This is an optimization exercise on Yosys and OpenROAD, whose aim is a short achievable clock period and few clock cycles, not a production implementation.
The RTL was checked by simulation tests, not by an equivalence proof against the original design.
Power is estimated from default activity; no workload was simulated.

== onyx ==
==> flow/design.v (excerpt) <==
module mcpu_top(input clk,
                input reset,
                input [31:0] Data_in,
                output mem_w,
                output [31:0] Addr_out,
                output [31:0] Data_out);
    localparam S_ADD = 0, S_SUB = 1, S_AND = 2, S_OR = 3, S_XOR = 4, S_NOR = 5,
               S_SLT = 6, S_SLTU = 7, S_SLL = 8, S_SRL = 9, S_LUI = 10, NSEL = 11;
    function [32:0] ksadd;
        input [31:0] a, b;
        input        ci;
        reg   [31:0] g, p, g2, p2, c;
        integer k, l, d;
        begin
            p = a ^ b;
            g = a & b;
            g[0] = g[0] | (p[0] & ci);
            for (l = 0; l < 5; l = l + 1) begin
                d = 1 << l;
                g2 = g;
                p2 = p;
                for (k = 0; k < 32; k = k + 1)
                    if (k >= d) begin
                        g2[k] = g[k] | (p[k] & g[k - d]);
                        p2[k] = p[k] & p[k - d];
                    end
                g = g2;
                p = p2;
            end
            c = {g[30:0], ci};
            ksadd = {g[31], (a ^ b) ^ c};
        end
    endfunction
    reg [31:0] abus;
    reg [31:0] pcF;
    reg        mw;
    reg [31:0] dout;
    assign Addr_out = abus;
    assign mem_w    = mw;
    assign Data_out = dout;
    reg        mcyc;
    reg        m_we;
    reg [4:0]  m_rd;
    reg        dv;
    reg [31:0] dir;
    reg [31:0] dpc4;
    reg [31:0] dpc;
    reg        dpf;       
  ...
Size: ~5800 cells after synthesis, roughly 1600 flip-flops, about 99 I/O pins.
==> flow/config.mk <==
export PLATFORM = sky130hd
export DESIGN_NAME = mcpu_top
export DESIGN_NICKNAME = mcpu_top
export VERILOG_FILES = /design/flow/design.v
export SDC_FILE = /design/flow/constraint.sdc
export NUM_CORES = 4
export LEC_CHECK = 0
export CAP_MARGIN = 20
export CORE_MARGIN = 2
export CORE_UTILIZATION = 30
export PLACE_DENSITY = 0.45
export SLEW_MARGIN = 20
==> flow/constraint.sdc <==
create_clock -name core_clock -period 12.0 [get_ports {clk}]
set_input_delay 2.4000 -clock core_clock [delete_from_list [all_inputs] [get_ports {clk}]]
set_output_delay 2.4000 -clock core_clock [all_outputs]
set_load 0.01 [all_outputs]
standard.sh (not shown) runs the stock make flow with config.mk's settings and CLKGATE_MAP_FILE= SYNTH_SCRIPT=/design/flow/synth_recipe.tcl, a recipe that flattens the netlist after the stock synthesis.
==> flow/flow/run.sh <==
#!/bin/bash
# Own flow: the standard layout script (standard.sh: the standard flow's synthesis
# script, SDC and ORFS steps) with two ORFS settings changed on its command line:
#  - ADDER_MAP_FILE empty: adders are left to ABC instead of being mapped to
#    full-adder cells, which gives much faster carry logic;
#  - SETUP_SLACK_MARGIN: the timing repair aims for this much extra setup slack,
#    so that the paths come out well below the clock period.
# The SDC (clock period, I/O delays, loads) is the standard flow's, unchanged.
set -uo pipefail
MARGIN=$(cat flow/margin.txt 2>/dev/null || echo 8.5)
bash standard.sh ADDER_MAP_FILE= SETUP_SLACK_MARGIN=$MARGIN finish > standard_flow.log 2>&1
rc=$?
tail -20 standard_flow.log
exit $rc
==> flow/flow/margin.txt <==
8.5
Testbench counts of onyx, summed over its fixed seeds: cycles 13,055.
### onyx -> violet
==> flow/flow/margin.txt <==
9.5
Results
Every run (onyx and violet) finished clean. Sort onyx and violet by maximum frequency, descending, and onyx comes first. Comparing the two runs side by side, violet comes out behind onyx on routed wire length. Hold slack for violet: 0.010 ns down relative to onyx. Final layout net count in violet is about 5% above onyx. Comparing length of routed wiring on met1 for onyx and violet, the smaller number came from onyx. violet: number of antenna violations at the first check in global routing is 11 higher than what onyx reported. The cell area in violet was higher than what onyx gave. As far as logic depth of the worst path, buffers included is concerned, onyx and violet perform about the same. Looking at clock network power across both flows, violet is the weaker of the two, with onyx ahead. Compared with onyx, violet shows a lower power share of the sequential group.

========
## red
mcpu_top, a different RTL version from the one above (not shown whole).
Size: about 7100 cells after synthesis, roughly 94000 µm² of cells after synthesis.
==> flow/config.mk <==
export PLATFORM = sky130hd
export DESIGN_NAME = mcpu_top
export DESIGN_NICKNAME = mcpu_top
export VERILOG_FILES = /design/flow/design.v
export SDC_FILE = /design/flow/constraint.sdc
export NUM_CORES = 4
export LEC_CHECK = 0
export CAP_MARGIN = 20
export CORE_MARGIN = 2
export CORE_UTILIZATION = 55
export PLACE_DENSITY = 0.65
export SLEW_MARGIN = 20
==> flow/constraint.sdc <==
create_clock -name core_clock -period 12.0 [get_ports {clk}]
set_input_delay 2.4000 -clock core_clock [delete_from_list [all_inputs] [get_ports {clk}]]
set_output_delay 2.4000 -clock core_clock [all_outputs]
set_load 0.01 [all_outputs]
==> flow/flow/margin.txt <==
8.5
Scripts as last shown in full above: flow/flow/run.sh
Testbench counts of red, summed over its fixed seeds: cycles 12,982.
Inputs modified between red and blue:
# red
export LEC_CHECK = 0
export CAP_MARGIN = 20
export CORE_MARGIN = 2
export CORE_UTILIZATION = 55
export PLACE_DENSITY = 0.65
export SLEW_MARGIN = 20
create_clock -name core_clock -period 12.0 [get_ports {clk}]
# blue
export LEC_CHECK = 0
export CAP_MARGIN = 20
export CORE_MARGIN = 2
export CORE_UTILIZATION = 30
export PLACE_DENSITY = 0.45
export SLEW_MARGIN = 20
create_clock -name core_clock -period 12.0 [get_ports {clk}]
[summary]
Min part of the power in combinational logic across blue and red: red
Summary of blue over red: wire length on met2 picked up an extra 21%; overall routed net length up 69 mm.

port drivers added, routing unchanged:
The flow's constraints put no driver on any port. The routed layouts listed below were extracted and timed again, unchanged, in two steps. Step 1, drivers: a clkbuf_16 drives clk and a buf_2 each remaining input, both assumed. Step 2 also shifts input and output timing later by t, the mid clock arrival at the registers, as if the neighbouring blocks saw the same clock. Slacks: ideal ports / drivers / drivers and shift; pairs: ideal ports / drivers.
run	t (ns)	setup slack, ns	hold WS [ns]	worst setup path after step 2	slew at the worst register clock pin (ns)
onyx	0.933	8.196 / 8.102 / 7.375	0.340 / 0.340 / 0.340	input to register	0.07 / 0.07
violet	0.925	8.160 / 8.071 / 7.386	0.330 / 0.330 / 0.330	input to register	0.07 / 0.07
red	0.951	8.116 / 8.029 / 7.353	0.327 / 0.327 / 0.327	input to register	0.07 / 0.07
blue	0.976	8.140 / 8.050 / 7.253	0.314 / 0.314 / 0.314	input to register	0.08 / 0.08
After both steps setup and hold are still met in every run listed. The setup slack of blue, which loses most, moves by -0.090 ns with the drivers and by -0.887 ns with both steps.
